This design comes from an exercise in tuning for small area on the open sky130 flow, not from production work. The RTL was checked by simulation tests, not by an equivalence proof against the original design. The clock port is modelled as an ideal driver; clocking choices that lean on that would not hold on a real chip. No activity file was given, so power comes from the tool's default toggle rates.

$ cat design/flow/config.mk
export PLATFORM = sky130hd
export DESIGN_NAME = main
export DESIGN_NICKNAME = main
export VERILOG_FILES = /design/flow/design.v
export SDC_FILE = /design/flow/constraint.sdc
export NUM_CORES = 4
export LEC_CHECK = 0
export CAP_MARGIN = 20
export CORE_MARGIN = 2
export CORE_UTILIZATION = 70
export SLEW_MARGIN = 20
export SYNTH_MEMORY_MAX_BITS = 16384
$ cat design/flow/constraint.sdc
create_clock -name core_clock -period 10.0 [get_ports {clk}]
set_input_delay 2.0000 -clock core_clock [delete_from_list [all_inputs] [get_ports {clk}]]
set_output_delay 2.0000 -clock core_clock [all_outputs]
set_load 0.01 [all_outputs]
$ cat design/flow/design.v
`timescale 1ns / 1ps
module debouncer #(parameter RISE = 0)
   (input wire clk, rst, bouncy_in,
    output logic debounced_out,
    output wire  rise);
   logic [3:0] cnt;
   wire settled = ~cnt[3] & ~cnt[2];
   always_ff @(posedge clk) begin
      if (rst) begin
         debounced_out <= 0;
         cnt           <= 4'd0;
      end
      else if (settled) begin
         cnt <= (bouncy_in != debounced_out) ? 4'd5 : 4'd0;
      end
      else if (&cnt) begin  
         debounced_out <= bouncy_in;
         cnt           <= (RISE && bouncy_in && !debounced_out) ? 4'd1 : 4'd0;
      end
      else begin
         cnt <= cnt + 1'b1;
      end
   end
   assign rise = RISE ? cnt[0] & ~cnt[2] & ~cnt[3] : 1'b0;
endmodule
`default_nettype none
`timescale 1ns / 100ps
module channel #(parameter W = 9, parameter PP = 0, parameter PA = 0,
                 parameter PB = 0, parameter LFSR = 0)
   (input  wire       clk, rst, demo, alt,
    output logic [5:0] period);
   logic [W-1:0] counter;
   logic         clk_div;
   localparam PMAX = (PP > PA) ? ((PP > PB) ? PP : PB) : ((PA > PB) ? PA : PB);
   function automatic ge(input [W-1:0] c, input integer p);
      if (p == PMAX) ge = &(c | ~p[W-1:0]);
      else           ge = (c >= p);
   endfunction
   wire wrap = LFSR ? (~demo | (counter == 9'b010001001))
                    : demo ? (alt ? ge(counter, PB) : ge(counter, PA))
                           : ge(counter, PP);
   wire [W-1:0] counter_next = LFSR ? {counter[W-2:0], ~(counter[4] ^ counter[W-1])}
                                    : counter + 1'b1;
   always_ff @(posedge clk) begin
      if (rst) begin
         counter <= 0;
         clk_div <= 0;
         period  <= 0;
      end
      else begin
         counter <= wrap ? 0 : counter_next;
         clk_div <= clk_div ^ wrap;
         if (clk_div & (counter == 0)) period <= period + 1'b1;
      end
   end
endmodule
`default_nettype none
`timescale 1ns / 1ps
module main( 
   gain, leds, pwm_out, shutdown_b,
   buttons, clk, rst
   );
   input wire clk, rst;
   input  wire  [3:0] buttons;
   output logic       pwm_out;
   output logic       shutdown_b, gain;
   output logic [1:0] leds;
   logic [3:0] buttons_db;
   wire        waveform_rise;
   wire [2:0]  unused_rise;
   debouncer #(.RISE(1)) DB0 (.clk(clk), .rst(rst), .bouncy_in(buttons[0]),
                              .debounced_out(buttons_db[0]), .rise(waveform_rise));
   debouncer DB1 (.clk(clk), .rst(rst), .bouncy_in(buttons[1]),
                  .debounced_out(buttons_db[1]), .rise(unused_rise[0]));
   debouncer DB2 (.clk(clk), .rst(rst), .bouncy_in(buttons[2]),
                  .debounced_out(buttons_db[2]), .rise(unused_rise[1]));
   debouncer DB3 (.clk(clk), .rst(rst), .bouncy_in(buttons[3]),
                  .debounced_out(buttons_db[3]), .rise(unused_rise[2]));
   logic state;
   always_ff @(posedge clk) begin
      if (rst) begin
         state <= 0;
      end
      if (buttons_db[1]) begin
         state <= 1;
      end else if (|buttons_db) begin
         state <= 0;
      end
   end
   always_comb begin
      leds[0]    = state;
      leds[1]    = 0;
      shutdown_b = 1;
      gain       = 1;
   end
   logic [1:0] waveform_type;
   always_ff @(posedge clk) begin
      if (rst) begin
         waveform_type <= 0;
      end else if (waveform_rise) begin
         waveform_type <= {waveform_type[0], ~waveform_type[0] & ~waveform_type[1]};
      end
   end
   logic [11:0] pwm_counter;
   logic [1:0]  mod3;    
   logic [2:0]  mod7;    
   logic [3:0]  mod13;   
   logic [6:0]  mod125;  
   always_ff @(posedge clk) begin
      mod3  <= {mod3[0], ~(mod3[0] | mod3[1] | rst)};
      mod7  <= {mod7[1:0], ~(mod7[1] ^ mod7[2]) & ~rst};
      mod13 <= (mod13 == 4'b1010) ? 4'd0 : {mod13[2:0], ~(mod13[2] ^ mod13[3]) & ~rst};
      if (rst) begin
         pwm_counter <= 0;
         mod125      <= 0;
      end
      else begin
         pwm_counter <= pwm_counter + 1'b1;
         mod125      <= (mod125 == 7'b1010000) ? 7'd0 : {mod125[5:0], ~(mod125[5] ^ mod125[6])};
      end
   end
   wire take_sample = mod3[1] & (mod7 == 3'b100) & (mod13 == 4'b1010);
   wire song_step = (pwm_counter[2:0] == 3'd5) & mod3[0] & (mod125 == 7'b0000001);
   logic [6:0] song_pos;
   logic       was_demo;
   always_ff @(posedge clk) begin
      was_demo <= state;
      if (rst) begin
         song_pos <= 0;
      end else if (song_step) begin
         song_pos <= was_demo ? song_pos + 1'b1 : 7'd0;
      end
   end
   wire [2:0] row = song_pos[6:4];
   logic [11:0] vols;
   always_comb begin
      case (row)
        3'd0: vols = 12'b11_00_00_00_00_00;
        3'd1: vols = 12'b11_11_00_00_00_00;
        3'd2: vols = 12'b11_11_11_00_00_00;
        3'd3: vols = 12'b11_11_11_11_00_00;
        3'd4: vols = 12'b10_10_10_10_11_10;
        3'd5: vols = 12'b10_10_10_10_11_11;
        3'd6: vols = 12'b01_01_01_10_10_10;
        default: vols = 12'b01_01_01_01_01_01;
      endcase
   end
   wire [5:0] p0, p1, p2, p4, p8, p12, p16, p20;
   channel #(.W(9), .PP(212), .PA(357), .PB(357)) CH0
     (.clk(clk), .rst(rst), .demo(state), .alt(1'b0), .period(p0));
   channel #(.W(9), .PP(106), .PA(357), .PB(357)) CH1
     (.clk(clk), .rst(rst), .demo(state), .alt(1'b0), .period(p1));
   channel #(.W(9), .PP(0), .PA(357), .PB(357), .LFSR(1)) CH2
     (.clk(clk), .rst(rst), .demo(state), .alt(1'b0), .period(p2));
   channel #(.W(9), .PP(0), .PA(212), .PB(283)) CH4
     (.clk(clk), .rst(rst), .demo(state), .alt(row >= 3'd1), .period(p4));
   channel #(.W(8), .PP(0), .PA(212), .PB(238)) CH8
     (.clk(clk), .rst(rst), .demo(state), .alt(row >= 3'd2), .period(p8));
   channel #(.W(8), .PP(0), .PA(212), .PB(178)) CH12
     (.clk(clk), .rst(rst), .demo(state), .alt(row >= 3'd3), .period(p12));
   channel #(.W(8), .PP(0), .PA(212), .PB(141)) CH16
     (.clk(clk), .rst(rst), .demo(state), .alt(row >= 3'd4), .period(p16));
   channel #(.W(8), .PP(0), .PA(212), .PB(118)) CH20
     (.clk(clk), .rst(rst), .demo(state), .alt(row >= 3'd5), .period(p20));
   logic [7:0] w0, w1;
   always_comb begin
      case (waveform_type)
        2'd1: begin
           w0 = {p0[4:0], {3{p0[0]}}} ^ {8{p0[5]}};
           w1 = {p1[4:0], {3{p1[0]}}} ^ {8{p1[5]}};
        end
        2'd2: begin
           w0 = {p0, {2{p0[0]}}};
           w1 = {p1, {2{p1[0]}}};
        end
        default: begin
           w0 = {8{p0[5]}};
           w1 = {8{p1[5]}};
        end
      endcase
   end
   wire [8:0] play_audio = (buttons[2] ? w0 : 8'd0) + (buttons[3] ? w1 : 8'd0);
   function automatic [2:0] vol_count(input [1:0] vol);
      vol_count = (vol == 2'd3) ? 3'd4 : {1'b0, vol};
   endfunction
   wire [4:0] high_count =
        {4'd0, p0[5] & (vols[11:10] != 2'd0)}
      + {4'd0, p1[5] & vols[11]}
      + {3'd0, p2[5] & (vols[11:10] == 2'd3), 1'b0}
      + ({5{p4[5]}}  & {2'd0, vol_count(vols[9:8])})
      + ({5{p8[5]}}  & {2'd0, vol_count(vols[7:6])})
      + ({5{p12[5]}} & {2'd0, vol_count(vols[5:4])})
      + ({5{p16[5]}} & {2'd0, vol_count(vols[3:2])})
      + ({5{p20[5]}} & {2'd0, vol_count(vols[1:0])});
   wire [8:0] audio_code = state ? {4'd0, high_count} : play_audio;
   logic        sample_demo;
   logic [8:0]  sample_code;
   wire  [3:0]  high_less = sample_code[3:0] - 1'b1;
   wire  [11:0] sample = !sample_demo ? {3'd0, sample_code}
                       : (sample_code[4:0] == 5'd0) ? 12'd0
                       : {high_less, 4'hF, ~high_less};
   wire  [11:0] pwm_counter_rev;
   genvar i;
   generate
      for (i = 0; i < 12; i++) begin : REV
         assign pwm_counter_rev[i] = pwm_counter[11-i];
      end
   endgenerate
   always_ff @(posedge clk) begin
      if (rst | take_sample) begin
         sample_demo <= state;
         sample_code <= audio_code;
      end
      pwm_out <= (sample >= {pwm_counter_rev[11:1], pwm_counter_rev[0] | (pwm_counter == 12'd0)});
   end
endmodule
$ cat design/flow/flow/run.sh
#!/bin/bash
# Own layout flow: the standard synthesis, then the combinational logic
# between the flip-flops is re-mapped by ABC for area (flip-flops, their
# names and cell types untouched), checked equivalent by a SAT miter with the
# flip-flops cut, and the standard layout steps run on the result, with the
# clock tree and port buffers set by cts_args.txt and buffer_ports_args.txt.
# Each tool's output goes to a log file in the work folder.
set -euo pipefail
W=$PWD
F=$W/flow
LIB=$FLOW_HOME/platforms/sky130hd/lib/sky130_fd_sc_hd__tt_025C_1v80.lib
YOSYS=${YOSYS_EXE:-$(command -v yosys || echo $FLOW_HOME/../tools/install/yosys/bin/yosys)}
R=$W/orfs/results/$FLOW_PLATFORM/main/base

bash standard.sh synth > $W/log_1_standard_synth.txt 2>&1
cp $R/1_2_yosys.v $W/synth_standard.v

# Twelve ABC runs with different seeds, four at a time; the smallest that is
# proven equivalent is used.
python3 $F/cutff.py $W/synth_standard.v $W/eq_gold.v gold
for k in 1 2 3 4 5 6 7 8 9 10 11 12; do
  (
    sed -e "s|@SEED@|$k|" $F/area.abc > $W/area_$k.abc
    sed -e "s|@LIB@|$LIB|g" -e "s|@IN@|$W/synth_standard.v|g" -e "s|@OUT@|$W/synth_reopt_$k.v|g" \
        -e "s|@ABC@|$W/area_$k.abc|g" $F/reopt.tcl > $W/reopt_run_$k.tcl
    if $YOSYS -c $W/reopt_run_$k.tcl > $W/log_2_reopt_$k.txt 2>&1; then
      python3 $F/cutff.py $W/synth_reopt_$k.v $W/eq_gate_$k.v gate
      sed -e "s|@LIB@|$LIB|g" -e "s|@GOLD@|$W/eq_gold.v|g" -e "s|@GATE@|$W/eq_gate_$k.v|g" \
          $F/equiv.tcl > $W/equiv_run_$k.tcl
      if $YOSYS -c $W/equiv_run_$k.tcl > $W/log_3_equiv_$k.txt 2>&1 \
         && grep -q "SUCCESS" $W/log_3_equiv_$k.txt \
         && ! grep -q 'assign .*\(>>\|[&|^~]\)' $W/synth_reopt_$k.v \
         && [ "$(grep -c 'sky130_fd_sc_hd__e\?dfxtp_[0-9]' $W/synth_standard.v)" = \
              "$(grep -c 'sky130_fd_sc_hd__e\?dfxtp_[0-9]' $W/synth_reopt_$k.v)" ]; then
        grep "Chip area for module '.main'" $W/log_2_reopt_$k.txt | tail -1 | awk -v k=$k '{print $NF, k}' > $W/area_$k.txt
      fi
    fi
  ) &
  if [ $k = 4 ] || [ $k = 8 ]; then wait; fi
done
wait
ok=0
best=$(cat $W/area_*.txt 2>/dev/null | sort -g | head -1 | awk "{print \$2}" || true)
if [ -n "$best" ]; then
  cp $W/synth_reopt_$best.v $W/synth_reopt.v
  ok=1
fi
if [ $ok = 1 ]; then
  echo "re-mapped netlist $best is equivalent and smallest: using it" > $W/log_4_choice.txt; cat $W/area_*.txt >> $W/log_4_choice.txt || true
  cp $W/synth_reopt.v $R/1_2_yosys.v
  rm -f $R/1_synth.odb $R/1_synth.sdc
else
  echo "re-mapped netlist not used: standard synthesis kept" > $W/log_4_choice.txt
fi
# Clock tree: the standard arguments, with small buffers and without the
# dummy loads CTS adds to balance levels.
export CTS_ARGS="-sink_clustering_enable -repair_clock_nets -dont_use_dummy_load $(cat $F/cts_args.txt)"
# Port buffers: every input and output still gets one, of the cell named here.
if [ -f $F/buffer_ports_args.txt ]; then
  export BUFFER_PORTS_ARGS="$(cat $F/buffer_ports_args.txt)"
fi
bash standard.sh > $W/log_5_layout.txt 2>&1
$ cat design/flow/flow/area.abc
strash; &get -n; &deepsyn -T 60 -S @SEED@; &put; strash; dch -f; &get -n; &nf -a -R 1000; &put
$ cat design/flow/flow/buffer_ports_args.txt
-buffer_cell sky130_fd_sc_hd__buf_1
$ cat design/flow/flow/cts_args.txt
-buf_list sky130_fd_sc_hd__buf_6
$ cat design/flow/flow/cutff.py
#!/usr/bin/env python3
"""Cut flip-flops out of a flat yosys netlist: each FF's Q becomes an input
port, each data/enable pin an output port, named after the instance."""
import re, sys
src = open(sys.argv[1]).read()
name_ = sys.argv[3]
inst_re = re.compile(r'\n\s*(sky130_fd_sc_hd__(?:dfxtp|edfxtp|dfrtp|dfstp|dfbbp|sdf\w*|dfxbp)_\d+)\s+(\S+)\s*\((.*?)\);', re.S)
ins, outs, assigns = [], [], []
k = 0
def repl(m):
    global k
    cell, inst, body = m.groups()
    pins = dict(re.findall(r'\.(\w+)\(([^()]*)\)', body))
    tag = re.sub(r'[^A-Za-z0-9_]', '_', inst)
    for p, net in pins.items():
        net = net.strip() + " "
        if p in ('Q', 'Q_N'):
            port = f'ffq_{tag}_{p}'
            ins.append(port); assigns.append(f'  assign {net} = {port};' if p == 'Q' else f'  assign {net} = ~{port.replace("_Q_N","_Q")};')
        elif p in ('CLK',):
            pass
        else:
            port = f'ffd_{tag}_{p}'
            outs.append(port); assigns.append(f'  assign {port} = {net};')
    return '\n'
src = inst_re.sub(repl, src)
m = re.search(r'module\s+main\s*\((.*?)\);', src, re.S)
plist = m.group(1).strip()
newports = ', '.join(ins + outs)
src = src[:m.start()] + f'module {name_}({plist}, {newports});' + src[m.end():]
decl = '\n'.join([f'  input {p};' for p in sorted(set(i for i in ins if not i.endswith('_Q_N')))] + [f'  output {p};' for p in outs])
src = src.replace('endmodule', decl + '\n' + '\n'.join(assigns) + '\nendmodule', 1)
open(sys.argv[2], 'w').write(src)
$ cat design/flow/flow/equiv.tcl
yosys read_liberty -overwrite -ignore_miss_func @LIB@
yosys read_verilog @GOLD@
yosys read_verilog @GATE@
yosys flatten gold gate
yosys opt_clean -purge
yosys miter -equiv -flatten -make_assert gold gate miter
yosys hierarchy -top miter
yosys sat -verify -prove-asserts miter
$ cat design/flow/flow/reopt.tcl
yosys read_liberty -overwrite -ignore_miss_func @LIB@
yosys read_verilog -overwrite @IN@
yosys hierarchy -top main
foreach m {sky130_fd_sc_hd__dfxtp_1 sky130_fd_sc_hd__edfxtp_1} { yosys blackbox $m }
yosys flatten
yosys opt_clean -purge
yosys abc -liberty @LIB@ -dont_use *lpflow* -dont_use *probe* -script @ABC@
yosys opt_clean -purge
yosys splitnets
yosys opt_clean -purge
yosys hilomap -singleton -hicell sky130_fd_sc_hd__conb_1 HI -locell sky130_fd_sc_hd__conb_1 LO
yosys insbuf -buf sky130_fd_sc_hd__buf_1 A X
yosys stat -liberty @LIB@
yosys check
yosys write_verilog -noattr -nohex -nodec -selected @OUT@
$ cat design/flow/standard.sh
#!/bin/bash
# synth_recipe.tcl (not shown) runs the flow's synth.tcl, then flattens the netlist and writes it again
# the make line also repeats each setting of config.mk as NAME=value (left out here)
make -C /OpenROAD-flow-scripts/flow DESIGN_CONFIG=/design/flow/config.mk WORK_HOME=/design/flow/orfs CLKGATE_MAP_FILE= SYNTH_SCRIPT=/design/flow/synth_recipe.tcl "${@:-finish}"
==> results of run 1 <==
==> routing by layer <==
metal  wire, um  global-route usage  share of wire
met5          0                   0              0
met4        279              0.1036          0.019
met3        497             0.05703          0.033
met2       7161              0.4518           0.48
met1       6991              0.3184           0.47
==> per-stage QoR <==
step	worst slack (ns)	power, mW	utilization	std cells	hold WS, ns
final	5.612	1.273	0.7596	1058	0.3634
after global routing	5.282	1.323	0.7596	1058	0.3756
after CTS	5.694	1.282	0.7596	1058	0.3676
after detailed placement	5.262	0.9328	0.7421	1041	0.3501
after global placement	5.403	0.9244	0.7421	1041	0.3410
after floorplan	5.989	0.9084	-	898	0.3314
==> state kept, by name (all words and copies together), names as in the netlist, 7 cells and up <==
name / flops
sample_code: 9
mod125: 7
CH8.counter: 8
CH1.counter: 9
CH20.counter: 8
CH2.counter: 9
CH0.counter: 9
pwm_counter: 12
CH4.counter: 9
CH16.counter: 8
song_pos: 7
CH12.counter: 8
==> cell type report <==
type                    count  area share
clock buffers              17     0.02305
repair buffers              8    0.004218
inverters                  16    0.007230
well taps                 140     0.02109
flip-flops and latches    194      0.4796
multi-input cells         683      0.4648
==> worst max-delay path by stage <==
stage,from,slack [ns],depth (start not counted),end
after floorplan,buttons[2],5.99,12,sample_code[7]
after global placement,rst,5.40,6,song_pos[2]
after detailed placement,buttons[2],5.26,13,sample_code[7]
after CTS,buttons[2],5.69,13,sample_code[7]
after global routing,buttons[2],5.28,13,sample_code[7]
final,buttons[2],5.61,13,sample_code[7]
==> power by group through the flow <==
stage / registers, mW / logic, mW / clock network [mW]
after global placement: 0.854 / 0.0706 / 0
after global routing: 0.845 / 0.0865 / 0.391
final: 0.841 / 0.0766 / 0.355
after CTS: 0.841 / 0.0765 / 0.365
after floorplan: 0.850 / 0.0584 / 0
after detailed placement: 0.856 / 0.0763 / 0
==> summary.txt, run 1 <==
crit path DAT between 4 and 5 ns; Ys Warns 11; Int Power around 1000 uW; Avg Cell Area, Syn 8.830 sq um; hold path endpoint mod13[1]; H-tree Lvls 4; Multi-input gate area between 3000 and 4000 sq um; synthesized area approximately 7900 sq um; gpl congestion about 0.88; IO Count 11; Die ar. roughly 12000 sq um; Peak supply drop around 140 uV; cts bufs inserted 17; via count of the first global-routing pass just under 6000; Max Buffers Root-to-Sink 2; Hold WC Path Type reg2reg; Buf/Inv on CP 1; hold buffer count at cts 0; P_leak just over 3 nW; Slowest-stage cell, CP maj3_1; pin count of the biggest net entering global routing 72; clk slew on worst S/H paths about 0.090 ns; first-pass GRT wire length 25.25 mm; PortBufs 7; Final nets between 900 and 1000; remaining antenna violation count 0; NetSw between 200 and 300 uW; final worst path period share 0.4388; drt drc 0; Min-Delay Path Depth 0; Clk Latency, worst-skew pair 0.45 ns; crit-path cells buf_1 -> nand2_1 -> nor3_1 -> a31oi_1 -> o311ai_0 -> xor2_1 -> nor2b_1 -> a21oi_1 -> maj3_1 -> nor2_1 -> a21oi_1 -> xnor2_1 -> nor2_1; Post-DP Area between 8000 and 9000 sq um; RSZ-0062 raised after global routing false; Root Buffer buf_6; vias per inst 6.041; Worst path max stage delay approximately 0.40 ns; clk sinks between 150 and 200; Total Wirelength between 10 and 15 mm; Worst Tran Pin Value approximately 1.1 ns; Tmin final 4.388 ns; diodes inserted 0; Setup Total Neg Slack 0 ns; hold_sp mod13[0]; final instance area 8307 sq um; crit-path max FO 11; most frequent cells in the layout dfxtp_1 (184), nor2_1 (118), a21oi_1 (79), nor3_1 (63), nand2_1 (60); cts repair resizes 0; DRC marker count from the first detailed-route iteration about 440; Sw Ratio 0.2320; WL per Instance around 14 um; final setup fails 0; GRT overflow 0; Req. time, crit path 10.14 ns; Clk pwr share 0.279; initial antenna violation count 0; Layout area overhead 4.882%; Die H 110.4 um; Starting Density 0.7243; FMAX 0.2279 GHz; Critical Path End Type flop; Mapped Cells around 900; Seq pwr share 0.661; skew final approximately 0.034 ns; most common cell after layout, fill and taps aside dfxtp_1; GRT Overall Usage 0.2617; First-pass DRT Iterations 5; Comb pwr share 0.060; Pwr Density around 150 nW/um^2; reg-to-reg critical path startpoint waveform_type[1]; status no timing/DRC/antenna violations; Die X about 110 um; layout cells sized above 1 0.02070; Final HPWL DP 10.46 mm; Max-Cap Viols 0; CP Class in2reg; register area around 4000 sq um; standard-cell rows 38; CTS tree built; Setup Fix Bufs, Post-CTS 0; core area 10940 sq um; Fin. Hold Viols 0; delay-heaviest family, CP simple AND/OR/NAND/NOR gates; Vias 6391; worst r2r dst sample_code[7]; fillers 822; Final Slew Violations 0; Critical Path Source Type primary input; Relative slew margins 0.2812; reg2reg path depth 12; Worst R2R Setup Slack approximately 6.5 ns
==> inputs of run 2 (changes only) <==
==> design/flow/flow/area.abc (replaced) <==
strash; &get -n; &deepsyn -T 100 -S @SEED@; &put; strash; dch -f; &get -n; &nf -a -R 1000; &put
==> run 2 against run 1 <==
Compared with the run above:
- utilization stayed put
- non-clock buffer count stayed put
- clock-buffer cell count stayed put
- maximum frequency stayed put
- clock power hardly changed
- combinational power hardly changed
- first-iteration DRC count stayed put
==> summary.txt, run 2 <==
status no timing/DRC/antenna violations; Vias 6391 (unchanged); number of flip-flops in the largest register 12 (unchanged); Total Wirelength 14.93 mm (unchanged); final setup fails 0 (unchanged); synthesized area 7920 sq um (unchanged); Critical Path Source Type primary input; First-pass DRT Iterations 5 (unchanged); GRT Overall Usage 0.2617 (unchanged); IO Count 11 (unchanged); FMAX 0.2279 GHz (unchanged); cts repair resizes 0 (unchanged); Avg Cell Area, Syn 8.830 sq um (unchanged); Post-DP Area 8115 sq um (unchanged); DRC marker count from the first detailed-route iteration 439 (unchanged); Layout area overhead 4.882% (unchanged); core area 10940 sq um (unchanged); vias per inst 6.041 (unchanged); Worst path max stage delay 0.40 ns (about the same); Die X 110.4 um (unchanged); Root Buffer buf_6; Starting Density 0.7243 (unchanged); most frequent cells in the layout dfxtp_1 (184), nor2_1 (118), a21oi_1 (79), nor3_1 (63), nand2_1 (60); Max Buffers Root-to-Sink 2 (unchanged); Tmin final 4.388 ns (unchanged); crit-path max FO 11 (unchanged); final worst path period share 0.4388 (unchanged); Final Slew Violations 0 (unchanged); Relative slew margins 0.2812 (unchanged); GRT overflow 0 (unchanged); H-tree Lvls 4 (unchanged); Max-Cap Viols 0 (unchanged); layout cells sized above 1 0.02070 (unchanged); Mapped Cells 897 (unchanged); most common cell after layout, fill and taps aside dfxtp_1; Slowest-stage cell, CP maj3_1; clk sinks 194 (unchanged); crit path DAT 4.53 ns (about the same); Die ar. 12180 sq um (unchanged); Final HPWL DP 10.46 mm (unchanged); drt drc 0 (unchanged); Hold WC Path Type reg2reg; first-pass GRT wire length 25.25 mm (unchanged); CP Class in2reg; diodes inserted 0 (unchanged); pin count of the biggest net entering global routing 72 (unchanged); P_leak 3.104 nW (unchanged); WL per Instance 14.11 um (unchanged); standard-cell rows 38 (unchanged); PortBufs 7 (unchanged); hold buffer count at cts 0 (unchanged); CTS tree built; remaining antenna violation count 0 (unchanged); Critical Path End Type flop; Setup Total Neg Slack 0 ns (unchanged); Tot Pwr 1.273 mW (unchanged); crit-path cells buf_1 -> nand2_1 -> nor3_1 -> a31oi_1 -> o311ai_0 -> xor2_1 -> nor2b_1 -> a21oi_1 -> maj3_1 -> nor2_1 -> a21oi_1 -> xnor2_1 -> nor2_1; Worst Tran Pin Value 1.067 ns (unchanged); initial antenna violation count 0 (unchanged); Ys Warns 11 (unchanged); Fin. Hold Viols 0 (unchanged); Pwr Density 153.3 nW/um^2 (unchanged); Clk Latency, worst-skew pair 0.45 ns (about the same); Reg with most FFs pwm_counter; gpl congestion 0.8791 (unchanged); Setup Fix Bufs, Post-CTS 0 (unchanged); Peak supply drop 139.6 uV (unchanged); Die H 110.4 um (unchanged); skew final 0.03364 ns (unchanged); final instance area 8307 sq um (unchanged); clk slew on worst S/H paths 0.09 ns (about the same); Final nets 926 (unchanged); RSZ-0062 raised after global routing false; via count of the first global-routing pass 5915 (unchanged); Req. time, crit path 10.14 ns (about the same); cts bufs inserted 17 (unchanged)
run 2: layout make-up:
cell class | count | area, sq um
timing repair buffer | 8 | 35.03
sequential | 194 | 3984
multi-input combinational | 683 | 3861
tap | 140 | 175.2
inverter | 16 | 60.06
clock buffer | 17 | 191.4
fill | 822 | 2629
run 2: worst paths after layout:
check             slack [ns]             end  depth (start not counted)              from
setup / recovery        5.61  sample_code[7]                         13        buttons[2]
hold / removal          0.36        mod13[1]                          0          mod13[0]
setup reg to reg        6.46  sample_code[7]                         12  waveform_type[1]
hold reg to reg         0.36        mod13[1]                          0          mod13[0]
run 2: critical path, delay by kind of cell:
kind            cells  cell delay (ns)
simple gates        5             0.93
compound gates      4             0.47
xor+xnor            2             0.41
fa+ha+maj           1             0.40
buf+inv             1             0.33
run 2: report_power, final:
part           total (mW)  switching (mW)  internal [mW]
Combinational      0.0766          0.0436         0.0330
Clock               0.355           0.226          0.129
Sequential          0.841          0.0260          0.815
Total                1.27           0.295          0.978
run 2: stage by stage:
step | std cells | hold WS [ns] | util | setup slack, ns
2_1_floorplan | 898 | 0.3314 | - | 5.989
3_3_place_gp | 1041 | 0.3410 | 0.7421 | 5.403
3_5_place_dp | 1041 | 0.3501 | 0.7421 | 5.262
4_1_cts | 1058 | 0.3676 | 0.7596 | 5.694
5_1_grt | 1058 | 0.3756 | 0.7596 | 5.282
6_report | 1058 | 0.3634 | 0.7596 | 5.612
run 2: metal layers:
metal | vias up | global-route usage | routed length (um)
met2 | 111 | 0.4518 | 7161
met3 | 28 | 0.05703 | 497
met1 | 2987 | 0.3184 | 6991
li1 | 3265 | - | -
met4 | 0 | 0.1036 | 279
met5 | - | 0 | 0
==> inputs of run 3 (changes only) <==
--- a/design/flow/design.v
+++ b/design/flow/design.v
@@ -44,4 +44,4 @@
    always_ff @(posedge clk) begin
-      if (rst) begin
-         counter <= 0;
+      counter <= (wrap | (rst && PP != 0)) ? 0 : counter_next;
+      if (rst) begin
          clk_div <= 0;
@@ -50,3 +50,2 @@
       else begin
-         counter <= wrap ? 0 : counter_next;
          clk_div <= clk_div ^ wrap;
==> run 3 against run 2 <==
Compared with the run above:
- still clean
- utilization is 0.27 points higher
- final cell count increased by 1.2%
- largest cell class unchanged
- setup slack lost 0.52 ns
- via count grew 0.16%
- sequential power shrank 2%
- clock-buffer cell count stayed put
- total power down 3.5%
==> summary.txt, run 3 <==
Starting Density 0.7247 (about the same); synthesized area 7959 sq um (+0.49%); via count of the first global-routing pass 6089 (+2.9%); worst r2r dst sample_code[8]; crit-path max FO 10 (-1); hold path endpoint mod13[1]; CP Class in2reg; Req. time, crit path 10.16 ns (+0.02 ns); Final HPWL DP 10.52 mm (+0.64%); Setup Total Neg Slack 0 ns (unchanged); Relative slew margins 0.2822 (+0.0009500); GRT overflow 0 (unchanged); Avg Cell Area, Syn 8.785 sq um (-0.51%); core area 10980 sq um (+0.43%); crit path DAT 5.07 ns (+0.54 ns); Die ar. 12240 sq um (+0.47%); Layout area overhead 5.204%; Ys Warns 11 (unchanged); Root Buffer buf_6; First-pass DRT Iterations 5 (unchanged); Die H 110.6 um (+0.24%); PortBufs 7 (unchanged); crit-path cells buf_1 -> nand2_1 -> nor3_1 -> a211oi_1 -> nor2_1 -> a21o_1 -> a21boi_0 -> nand3_1 -> o211a_1 -> maj3_1 -> o21a_1 -> nand2_1 -> o21ai_0 -> a21oi_1 -> nor2_1; standard-cell rows 38 (unchanged); drt drc 0 (unchanged); cts repair resizes 0 (unchanged); remaining antenna violation count 0 (unchanged); clk sinks 194 (unchanged); Worst R2R Setup Slack 6.13 ns (-0.33 ns); status no timing/DRC/antenna violations; initial antenna violation count 0 (unchanged); Tot Pwr 1.229 mW (-3.5%); Die X 110.6 um (+0.24%); Max Buffers Root-to-Sink 2 (unchanged); CTS tree built; Final nets 939 (+1.4%); Min-Delay Path Depth 0 (unchanged); hold buffer count at cts 0 (unchanged); reg2reg path depth 15 (+3); final worst path period share 0.4913 (+0.05249); cts bufs inserted 17 (unchanged); Pwr Density 146.8 nW/um^2 (-4.3%); Total Wirelength 14.81 mm (-0.80%); Slowest-stage cell, CP nor3_1; Peak supply drop 141.7 uV (+1.5%); Vias 6401 (+0.16%); Hold WC Path Type reg2reg; diodes inserted 0 (unchanged); WL per Instance 13.83 um (-2.0%); Fin. Hold Viols 0 (unchanged); Clk Latency, worst-skew pair 0.44 ns (about the same); layout cells sized above 1 0.02470 (+0.004007); final setup fails 0 (unchanged); hold_sp mod13[0]; Worst path max stage delay 0.40 ns (about the same); number of flip-flops in the largest register 12 (unchanged); FMAX 0.2035 GHz (-11%); Max-Cap Viols 0 (unchanged); Mapped Cells 906 (+1.0%); most common cell after layout, fill and taps aside dfxtp_1; H-tree Lvls 4 (unchanged); IO Count 11 (unchanged); Critical Path Source Type primary input; skew final 0.02809 ns (-0.005547 ns); pin count of the biggest net entering global routing 43 (-40%); gpl congestion 0.8677 (-1.3%); GRT Overall Usage 0.2484 (-0.01330); P_leak 3.176 nW (+2.3%); Setup Fix Bufs, Post-CTS 0 (unchanged); first-pass GRT wire length 25.58 mm (+1.3%); DRC marker count from the first detailed-route iteration 427 (-2.7%); Worst Tran Pin Value 1.068 ns (+0.0007230 ns); Reg with most FFs pwm_counter; Buf/Inv on CP 1 (unchanged); Critical Path End Type flop; Tmin final 4.913 ns (+0.5249 ns); clk slew on worst S/H paths 0.09 ns (about the same); most frequent cells in the layout dfxtp_1 (184), nor2_1 (130), nor3_1 (76), a21oi_1 (75), nand2_1 (59); vias per inst 5.977 (-1.1%); delay-heaviest family, CP compound AO/OA/AOI/OAI gates; Final Slew Violations 0 (unchanged); RSZ-0062 raised after global routing false; reg-to-reg critical path startpoint waveform_type[1]; Worst Setup SP buttons[2]
## run 3: per-stage QoR
| step | hold WS (ns) | worst slack, ns | instances | area, sq um | utilization |
|---|---|---|---|---|---|
| 2_1_floorplan | 0.3314 | 5.503 | 907 | 7963 | - |
| 3_3_place_gp | 0.3362 | 4.974 | 1053 | 8177 | 0.7445 |
| 3_5_place_dp | 0.3430 | 4.749 | 1053 | 8177 | 0.7445 |
| 4_1_cts | 0.3587 | 5.172 | 1070 | 8368 | 0.7619 |
| 5_1_grt | 0.3686 | 4.727 | 1071 | 8373 | 0.7624 |
| 6_report | 0.3551 | 5.087 | 1071 | 8373 | 0.7624 |
## run 3: report_power, final
group          switching, mW  total, mW  internal [mW]
logic                 0.0320     0.0544         0.0224
clock network          0.225      0.354          0.129
registers             0.0175      0.821          0.803
total                  0.274       1.23          0.955
## run 3: worst max-delay path by stage
stage | cells after the start | slack (ns) | end
floorplan | 14 | 5.50 | sample_code[8]
global placement | 15 | 4.97 | sample_code[8]
detailed placement | 15 | 4.75 | sample_code[8]
CTS | 15 | 5.17 | sample_code[8]
global route | 15 | 4.73 | sample_code[8]
finish | 15 | 5.09 | sample_code[8]
## run 3: routing by layer
layer	GRT usage	routed length (um)	share of wire
met1	0.3022	6714	0.45
met2	0.4360	7377	0.50
met3	0.05324	495	0.033
met4	0.08667	221	0.015
met5	0	0	0
## run 3: area by class of cell
class	count	area, sq um
multi-input combinational	694	3908
fill	788	2610
tap	140	175.2
sequential	194	3984
timing repair buffer	12	62.56
clock buffer	17	191.4
inverter	14	52.55
## run 3: worst reg2reg max path: stages, from the launching register on
cell and delay (ns):
dfxtp_1 0.42, nor2b_1 0.68, o21ai_0 0.22, o21ai_0 0.12
o21ai_0 0.14, nor2_1 0.24, a21o_1 0.14, a21boi_0 0.23
nand3_1 0.14, o211a_1 0.20, maj3_1 0.40, o21a_1 0.21
nand2_1 0.08, o21ai_0 0.13, a21oi_1 0.19, nor2_1 0.05
==> inputs of run 4 (changes only) <==
--- a/design/flow/design.v
+++ b/design/flow/design.v
@@ -44,4 +44,4 @@
    always_ff @(posedge clk) begin
-      counter <= (wrap | (rst && PP != 0)) ? 0 : counter_next;
-      if (rst) begin
+      if (rst) begin
+         counter <= 0;
          clk_div <= 0;
@@ -50,2 +50,3 @@
       else begin
+         counter <= wrap ? 0 : counter_next;
          clk_div <= clk_div ^ wrap;
--- a/design/flow/flow/run.sh
+++ b/design/flow/flow/run.sh
@@ -17,6 +17,6 @@
 
-# Twelve ABC runs with different seeds, four at a time; the smallest that is
+# Sixteen ABC runs with different seeds, four at a time; the smallest that is
 # proven equivalent is used.
 python3 $F/cutff.py $W/synth_standard.v $W/eq_gold.v gold
-for k in 1 2 3 4 5 6 7 8 9 10 11 12; do
+for k in $(seq 1 16); do
   (
@@ -38,3 +38,3 @@
   ) &
-  if [ $k = 4 ] || [ $k = 8 ]; then wait; fi
+  if [ $((k % 4)) = 0 ]; then wait; fi
 done
==> design/flow/flow/area.abc (replaced) <==
strash; &get -n; &deepsyn -T 60 -S @SEED@; &put; strash; dch -f; &get -n; &nf -a -R 1000; &put
==> run 4 against run 3 <==
Compared with the run above:
- still clean on timing, DRC and antenna
- clock-buffer cell count stayed put
- clock skew is 0.0032 ns lower
- maximum frequency is 0.58% higher
- sequential share of layout area is 0.21 points higher
- clock power hardly changed
- total power is 3.6% higher
- sequential power is 2.6% higher
- routed wire length is 2.8% higher
- largest power group unchanged
==> summary.txt, run 4 <==
Final HPWL DP 10.60 mm (+0.74%); final instance area 8335 sq um (-0.45%); cts bufs inserted 17 (unchanged); Die X 110.5 um (-0.15%); DRC marker count from the first detailed-route iteration 463 (+8.4%); cts repair resizes 0 (unchanged); drt drc 0 (unchanged); Critical Path Source Type primary input; Final Slew Violations 0 (unchanged); Mapped Cells 893 (-1.4%); Avg Cell Area, Syn 8.885 sq um (+1.1%); FMAX 0.2047 GHz (+0.58%); WL per Instance 14.42 um (+4.3%); Post-DP Area 8144 sq um (-0.40%); Tmin final 4.885 ns (-0.02840 ns); CP Class in2reg; H-tree Lvls 4 (unchanged); Die H 110.5 um (-0.15%); CTS tree built; Fin. Hold Viols 0 (unchanged); Peak supply drop 133.2 uV (-6.0%); vias per inst 6.160 (+3.1%); first-pass GRT wire length 26.70 mm (+4.4%); IO Count 11 (unchanged); Hold WS 0.3331 ns (-0.02199 ns); delay-heaviest family, CP simple AND/OR/NAND/NOR gates; most frequent cells in the layout dfxtp_1 (184), nor2_1 (116), a21oi_1 (82), nor3_1 (65), o21ai_0 (56); Ys Warns 11 (unchanged); Total Wirelength 15.23 mm (+2.8%); status no timing/DRC/antenna violations; Vias 6505 (+1.6%); Setup Fix Bufs, Post-CTS 0 (unchanged); clk slew on worst S/H paths 0.10 ns (about the same); Relative slew margins 0.3027 (+0.02047); First-pass DRT Iterations 5 (unchanged); Layout area overhead 5.062%; Hold WC Path Type reg2reg; Tot Pwr 1.274 mW (+3.6%); P_leak 3.152 nW (-0.74%); GRT Overall Usage 0.2575 (+0.009075); Setup Total Neg Slack 0 ns (unchanged); core area 10940 sq um (-0.43%); crit path DAT 5.06 ns (about the same); Root Buffer buf_6; diodes inserted 0 (unchanged); skew final 0.02490 ns (-0.003193 ns); pin count of the biggest net entering global routing 70 (+63%); Req. time, crit path 10.18 ns (+0.02 ns); Reg with most FFs pwm_counter; fin util 0.7622 (about the same); Worst Tran Pin Value 1.035 ns (-0.03251 ns); Buf/Inv on CP 1 (unchanged); Max-Cap Viols 0 (unchanged); RSZ-0062 raised after global routing false; Clk Latency, worst-skew pair 0.44 ns (about the same); clk sinks 194 (unchanged); CP most frequent cell o21bai_1; most common cell after layout, fill and taps aside dfxtp_1; standard-cell rows 38 (unchanged); crit-path cells buf_1 -> nand2_1 -> nor3_1 -> a211oi_1 -> nor2_1 -> xor2_1 -> nand2b_1 -> a21oi_1 -> nor3_1 -> o21bai_1 -> and2_0 -> o21bai_1 -> and2_0 -> o21bai_1 -> o21bai_1 -> a21oi_1; gpl congestion 0.8675 (about the same); Critical Path End Type flop; GRT overflow 0 (unchanged); synthesized area 7934 sq um (-0.31%); Die ar. 12200 sq um (-0.31%); Final nets 924 (-1.6%); layout cells sized above 1 0.02293 (-0.001779); initial antenna violation count 0 (unchanged); PortBufs 7 (unchanged); Starting Density 0.7255 (+0.0008624); crit-path max FO 11 (+1); number of flip-flops in the largest register 12 (unchanged); via count of the first global-routing pass 6145 (+0.92%); Slowest-stage cell, CP buf_1; remaining antenna violation count 0 (unchanged); Pwr Density 152.8 nW/um^2 (+4.1%); Max Buffers Root-to-Sink 2 (unchanged); final setup fails 0 (unchanged); Worst path max stage delay 0.37 ns (-0.03 ns); hold buffer count at cts 0 (unchanged); final worst path period share 0.4885 (-0.002840)
-- run 4: where the power goes --
| part | total [mW] | internal (mW) | switching (mW) | leakage, nW |
|---|---|---|---|---|
| Sequential | 0.842 | 0.816 | 0.0264 | 1.60 |
| Clock | 0.355 | 0.129 | 0.226 | 0.103 |
| Combinational | 0.0764 | 0.0332 | 0.0433 | 1.45 |
| Total | 1.27 | 0.978 | 0.295 | 3.15 |
-- run 4: metrics by stage --
stage	instances	setup slack, ns
after global placement	1039	5.033
after floorplan	894	5.466
after CTS	1056	5.203
final	1056	5.115
after detailed placement	1039	4.743
after global routing	1056	4.869
-- run 4: metal layers --
metal | global-route usage | vias up | wire, um
met5 | 0 | - | 0
met4 | 0.1150 | 0 | 346
met3 | 0.05653 | 32 | 629
met2 | 0.4352 | 131 | 7448
met1 | 0.3162 | 3094 | 6806
li1 | - | 3248 | -
-- run 4: final timing paths --
check,from,endpoint,slack [ns],cells after the start
worst max-delay path,buttons[3],sample_code[7],5.12,16
worst min-delay path,mod7[0],mod7[1],0.33,0
worst max register to register,waveform_type[1],sample_code[7],6.05,16
worst min register to register,mod7[0],mod7[1],0.33,0
-- run 4: final cells by class --
| class | count | area [sq um] |
|---|---|---|
| Clock buffer | 17 | 191.4 |
| Fill cell | 810 | 2600 |
| Inverter | 10 | 37.54 |
| Multi-Input combinational cell | 685 | 3897 |
| Sequential cell | 194 | 3984 |
| Tap cell | 140 | 175.2 |
| Timing Repair Buffer | 10 | 50.05 |
-- run 4: worst register-to-register path: stages (launching register included) --
cell	delay, ns
dfxtp_1	0.40
nor2b_1	0.64
and2_0	0.38
nand3b_1	0.15
o21ai_0	0.12
nor2_1	0.22
xor2_1	0.11
nand2b_1	0.15
a21oi_1	0.23
nor3_1	0.09
o21bai_1	0.18
and2_0	0.18
o21bai_1	0.18
and2_0	0.18
o21bai_1	0.20
o21bai_1	0.20
a21oi_1	0.07
==> inputs of run 5 (changes only) <==
--- a/design/flow/design.v
+++ b/design/flow/design.v
@@ -109,7 +109,7 @@
    always_ff @(posedge clk) begin
-      mod3  <= {mod3[0], ~(mod3[0] | mod3[1] | rst)};
-      mod7  <= {mod7[1:0], ~(mod7[1] ^ mod7[2]) & ~rst};
-      mod13 <= (mod13 == 4'b1010) ? 4'd0 : {mod13[2:0], ~(mod13[2] ^ mod13[3]) & ~rst};
       if (rst) begin
          pwm_counter <= 0;
+         mod3        <= 0;
+         mod7        <= 0;
+         mod13       <= 0;
          mod125      <= 0;
@@ -118,2 +118,5 @@
          pwm_counter <= pwm_counter + 1'b1;
+         mod3        <= {mod3[0], ~(mod3[0] | mod3[1])};
+         mod7        <= {mod7[1:0], ~(mod7[1] ^ mod7[2])};
+         mod13       <= (mod13 == 4'b1010) ? 4'd0 : {mod13[2:0], ~(mod13[2] ^ mod13[3])};
          mod125      <= (mod125 == 7'b1010000) ? 7'd0 : {mod125[5:0], ~(mod125[5] ^ mod125[6])};
@@ -194,9 +197,7 @@
       + ({5{p20[5]}} & {2'd0, vol_count(vols[1:0])});
-   wire [8:0] audio_code = state ? {4'd0, high_count} : play_audio;
-   logic        sample_demo;
-   logic [8:0]  sample_code;
-   wire  [3:0]  high_less = sample_code[3:0] - 1'b1;
-   wire  [11:0] sample = !sample_demo ? {3'd0, sample_code}
-                       : (sample_code[4:0] == 5'd0) ? 12'd0
-                       : {high_less, 4'hF, ~high_less};
+   wire [3:0]  high_less = high_count[3:0] - 1'b1;
+   wire [11:0] demo_audio = (high_count == 5'd0) ? 12'd0
+                                                 : {high_less, 4'hF, ~high_less};
+   wire [11:0] audio = state ? demo_audio : {3'd0, play_audio};
+   logic [11:0] sample;
    wire  [11:0] pwm_counter_rev;
@@ -210,6 +211,5 @@
       if (rst | take_sample) begin
-         sample_demo <= state;
-         sample_code <= audio_code;
-      end
-      pwm_out <= (sample >= {pwm_counter_rev[11:1], pwm_counter_rev[0] | (pwm_counter == 12'd0)});
+         sample <= audio;
+      end
+      pwm_out <= (sample >= pwm_counter_rev) & (sample != 0);
    end
--- a/design/flow/flow/run.sh
+++ b/design/flow/flow/run.sh
@@ -4,4 +4,3 @@
 # names and cell types untouched), checked equivalent by a SAT miter with the
-# flip-flops cut, and the standard layout steps run on the result, with the
-# clock tree and port buffers set by cts_args.txt and buffer_ports_args.txt.
+# flip-flops cut, and the standard layout steps run on the result.
 # Each tool's output goes to a log file in the work folder.
@@ -17,6 +16,6 @@
 
-# Sixteen ABC runs with different seeds, four at a time; the smallest that is
+# Four ABC runs with different seeds in parallel; the smallest that is
 # proven equivalent is used.
 python3 $F/cutff.py $W/synth_standard.v $W/eq_gold.v gold
-for k in $(seq 1 16); do
+for k in 1 2 3 4; do
   (
@@ -38,3 +37,2 @@
   ) &
-  if [ $((k % 4)) = 0 ]; then wait; fi
 done
@@ -61,2 +59,9 @@
 fi
+# Optional small leaf clock buffers placed before CTS (flow/leafbuf.txt holds
+# the buffer cell and the largest group of flip-flops per buffer).
+if [ -f $F/leafbuf.txt ]; then
+  export PRE_CTS_TCL=$F/leafbuf.tcl
+  export LEAF_BUF=$(awk '{print $1}' $F/leafbuf.txt)
+  export LEAF_MAX=$(awk '{print $2}' $F/leafbuf.txt)
+fi
 bash standard.sh > $W/log_5_layout.txt 2>&1
==> design/flow/flow/area.abc (replaced) <==
strash; &get -n; &deepsyn -T 45 -S @SEED@; &put; strash; dch -f; &get -n; &nf -a -R 1000; &put
==> design/flow/flow/cts_args.txt (replaced) <==
-buf_list {sky130_fd_sc_hd__clkbuf_4 sky130_fd_sc_hd__clkbuf_8}
==> design/flow/flow/leafbuf.tcl (new file) <==
# Before CTS: split the clock's flip-flop sinks into small groups of nearby
# flip-flops (recursive bisection along the longer side) and give each group
# its own small clock buffer, placed at the group's centre. CTS then builds
# the tree from the clock port to these buffers.
set leaf_master_name $::env(LEAF_BUF)
set leaf_max $::env(LEAF_MAX)
set db [ord::get_db]
set block [ord::get_db_block]
set master [$db findMaster $leaf_master_name]
set clk [$block findNet clk]
set sinks {}
foreach it [$clk getITerms] {
  if {[$it isInputSignal] || [[$it getMTerm] getSigType] == "CLOCK" || [$it isInput]} {
    set inst [$it getInst]
    if {[[$inst getMaster] isSequential]} {
      set box [$inst getBBox]
      lappend sinks [list $it [expr {([$box xMin] + [$box xMax]) / 2}] [expr {([$box yMin] + [$box yMax]) / 2}]]
    }
  }
}
proc bisect {items maxn} {
  if {[llength $items] <= $maxn} { return [list $items] }
  set xs {}; set ys {}
  foreach s $items { lappend xs [lindex $s 1]; lappend ys [lindex $s 2] }
  set xs [lsort -integer $xs]; set ys [lsort -integer $ys]
  set dx [expr {[lindex $xs end] - [lindex $xs 0]}]
  set dy [expr {[lindex $ys end] - [lindex $ys 0]}]
  set k [expr {$dx >= $dy ? 1 : 2}]
  set sorted [lsort -integer -index $k $items]
  # split so that both halves fill groups evenly
  set n [llength $sorted]
  set groups [expr {($n + $maxn - 1) / $maxn}]
  set left [expr {($groups / 2) * $n / $groups}]
  return [concat [bisect [lrange $sorted 0 [expr {$left - 1}]] $maxn] \
                 [bisect [lrange $sorted $left end] $maxn]]
}
set i 0
set leaf_nets {}
foreach g [bisect $sinks $leaf_max] {
  set sx 0; set sy 0
  foreach s $g { incr sx [lindex $s 1]; incr sy [lindex $s 2] }
  set cx [expr {$sx / [llength $g]}]; set cy [expr {$sy / [llength $g]}]
  set inst [odb::dbInst_create $block $master "leafclkbuf_$i"]
  set net [odb::dbNet_create $block "leafclk_$i"]
  $net setSigType CLOCK
  lappend leaf_nets "leafclk_$i"
  foreach s $g {
    set it [lindex $s 0]
    $it disconnect
    $it connect $net
  }
  [$inst findITerm A] connect $clk
  [$inst findITerm X] connect $net
  $inst setLocation $cx $cy
  $inst setPlacementStatus PLACED
  incr i
}
puts "leafbuf: [llength $sinks] flip-flops in $i groups of at most $leaf_max, buffer $leaf_master_name"
# CTS builds the tree to the leaf buffers only; the leaf nets stay as they are.
set_cts_config -skip_nets $leaf_nets
detailed_placement
==> design/flow/flow/leafbuf.txt (new file) <==
sky130_fd_sc_hd__clkbuf_2 6
==> run 5 against run 4 <==
Compared with the run above:
- still clean
- synthesized cell count up 2.8%
- flip-flop and latch count up 2
- maximum frequency up 21%
- critical path type unchanged
- largest power group unchanged
- area after synthesis up 1.1%
- total power up 3.4%
==> summary.txt, run 5 <==
status no timing/DRC/antenna violations; reg2reg path depth 12 (-4); Peak supply drop 124.3 uV (-6.7%); Req. time, crit path 10.22 ns (+0.04 ns); most common cell after layout, fill and taps aside dfxtp_1; cts repair resizes 0 (unchanged); fillers 851 (+5.1%); fin util 0.7504 (-0.01180); Worst R2R Setup Slack 6.38 ns (+0.33 ns); final setup fails 0 (unchanged); Relative slew margins 0.3317 (+0.02906); Layout area overhead 5.912%; Die ar. 12330 sq um (+1.1%); CP endpoint sample[7]; Pwr Density 155.0 nW/um^2 (+1.4%); Final Slew Violations 0 (unchanged); fin cells 1107 (+4.8%); Final nets 972 (+5.2%); Worst Setup SP buttons[2]; PortBufs 7 (unchanged); Setup Total Neg Slack 0 ns (unchanged); Tmin final 4.045 ns (-0.8405 ns); Total Wirelength 14.89 mm (-2.2%); most frequent cells in the layout dfxtp_1 (184), nor2_1 (122), a21oi_1 (86), nor3_1 (70), nand2_1 (60); Max-Cap Viols 0 (unchanged); Setup Fix Bufs, Post-CTS 0 (unchanged); clk slew on worst S/H paths 0.10 ns (about the same); pin count of the biggest net entering global routing 77 (+10%); gpl congestion 0.9058 (+4.4%); core area 11320 sq um (+3.5%); Hold WC Path Type reg2reg; reg-to-reg critical path startpoint waveform_type[0]; Critical Path Source Type primary input; GRT overflow 0 (unchanged); Avg Cell Area, Syn 8.738 sq um (-1.6%); Hold WS 0.4392 ns (+0.1061 ns); biggest regs pwm_counter: 12 flops, sample: 12 flops; vias per inst 5.906 (-4.1%); final worst path period share 0.4045 (-0.08405); Die X 111.0 um (+0.53%); crit-path max FO 10 (-1); CP Class in2reg; GRT Overall Usage 0.2469 (-0.01066); IO Count 11 (unchanged); skew final 0.03609 ns (+0.01119 ns); standard-cell rows 39 (+2.6%); synthesized area 8021 sq um (+1.1%); FMAX 0.2472 GHz (+21%); Vias 6538 (+0.51%); crit path DAT 4.26 ns (-0.80 ns); diodes inserted 0 (unchanged); Starting Density 0.7086 (-0.01696); via count of the first global-routing pass 6237 (+1.5%); first-pass GRT wire length 26.05 mm (-2.4%); DRC marker count from the first detailed-route iteration 387 (-16%); WL per Instance 13.45 um (-6.7%); Critical Path End Type flop; initial antenna violation count 0 (unchanged); Mapped Cells 918 (+2.8%); First-pass DRT Iterations 7 (+2); Clk Latency, worst-skew pair 0.49 ns (+0.05 ns); CTS tree built; layout cells sized above 1 0.04564 (+0.02272); remaining antenna violation count 0 (unchanged); Final HPWL DP 10.22 mm (-3.6%); drt drc 0 (unchanged); Fin. Hold Viols 0 (unchanged); Ys Warns 11 (unchanged); cts bufs inserted 5 (-12); Worst Tran Pin Value 0.9919 ns (-0.04313 ns); hold buffer count at cts 0 (unchanged); RSZ-0062 raised after global routing false; P_leak 3.242 nW (+2.9%); Die H 111.0 um (+0.53%); Tot Pwr 1.317 mW (+3.4%); worst r2r dst sample[7]; placed instance count 1069 (+2.9%)
-- run 5: changes by cell type in the layout (fill, tap and decap cells not counted), moves of 6 or more --
cell and change:
clkbuf_2 +33, buf_6 -17, clkinv_1 +12, nand2_1 +11, a311oi_1 -7, nand3_1 -6, nor2_1 +6
-- run 5: final cells by class, without the clock buffers --
| class | count | area (sq um) | area share |
|---|---|---|---|
| inverter | 22 | 82.58 | 0.009720 |
| tap | 143 | 178.9 | 0.02106 |
| buffer | 33 | 165.2 | 0.01944 |
| timing repair buffer | 11 | 57.56 | 0.006775 |
| sequential | 196 | 4044 | 0.4760 |
| multi-input combinational | 697 | 3899 | 0.4589 |
-- run 5: where the power goes --
group          leakage [nW]  internal, mW  switching (mW)
Combinational          1.46        0.0339          0.0477
Sequential             1.61         0.823          0.0252
Clock                 0.173         0.134           0.254
Total                  3.24         0.990           0.326
-- run 5: layer usage --
layer / global-route usage / vias to the layer above / share of wire
met5: 0 / - / 0
met4: 0.09630 / 0 / 0.018
met3: 0.04921 / 29 / 0.042
met2: 0.4335 / 138 / 0.48
met1: 0.2997 / 3009 / 0.46
li1: - / 3362 / -
-- run 5: metrics by stage --
step / worst slack, ns / cell area [sq um]
finish: 5.955 / 8496
CTS: 5.747 / 8487
global route: 5.675 / 8496
floorplan: 5.623 / 8025
global placement: 5.363 / 8253
detailed placement: 5.246 / 8253
-- run 5: worst max-delay path, stage by stage --
cell and delay (ns):
buf_1 0.28, o21ai_0 0.14, a21oi_1 0.16, and2_0 0.24
mux2i_1 0.27, nand4_1 0.17, a21o_1 0.24, a21o_1 0.20
a21oi_1 0.19, o21bai_1 0.17, and2_0 0.15, o31ai_1 0.07
-- run 5: worst min path at each step --
stage,startpoint,to,slack [ns],cells after the start
2_1_floorplan,mod3[1],mod3[0],0.39,1
3_3_place_gp,mod3[1],mod3[0],0.42,1
3_5_place_dp,mod3[1],mod3[0],0.42,1
4_1_cts,mod7[2],mod7[0],0.43,2
5_1_grt,mod13[2],mod13[3],0.46,2
6_report,mod3[1],mod3[0],0.44,1

[afterwards: timing with drivers on the ports]
The flow's constraints put no driver on any port. The routed layouts listed below were extracted and timed again, unchanged, in two steps.
Step 1 sets driving cells, clkbuf_16 on the clock port and buf_2 on the other inputs (assumed; they add their load-dependent delay and slew).
Step 2 adds t to the input delays and takes it off the output delays; t is the mean of the earliest and latest rising clock arrival at the registers after step 1. Input paths then give back, and output paths get back, about the clock's delay inside the block.
a / b / c = ideal / step 1 / step 2; a / b = the first two.
run	t, ns	setup slack, ns	pins driven straight from the clock port
run 1	0.472	5.612 / 5.618 / 5.146	1
run 2	0.472	5.612 / 5.618 / 5.146	1
run 3	0.469	5.087 / 5.100 / 4.631	1
run 4	0.469	5.115 / 5.122 / 4.654	1
run 5	0.511	5.955 / 5.957 / 5.446	1
After both steps setup and hold are still met in every run listed. The setup slack of run 5, which loses most, moves by +0.002 ns with the drivers and by -0.509 ns with both steps.
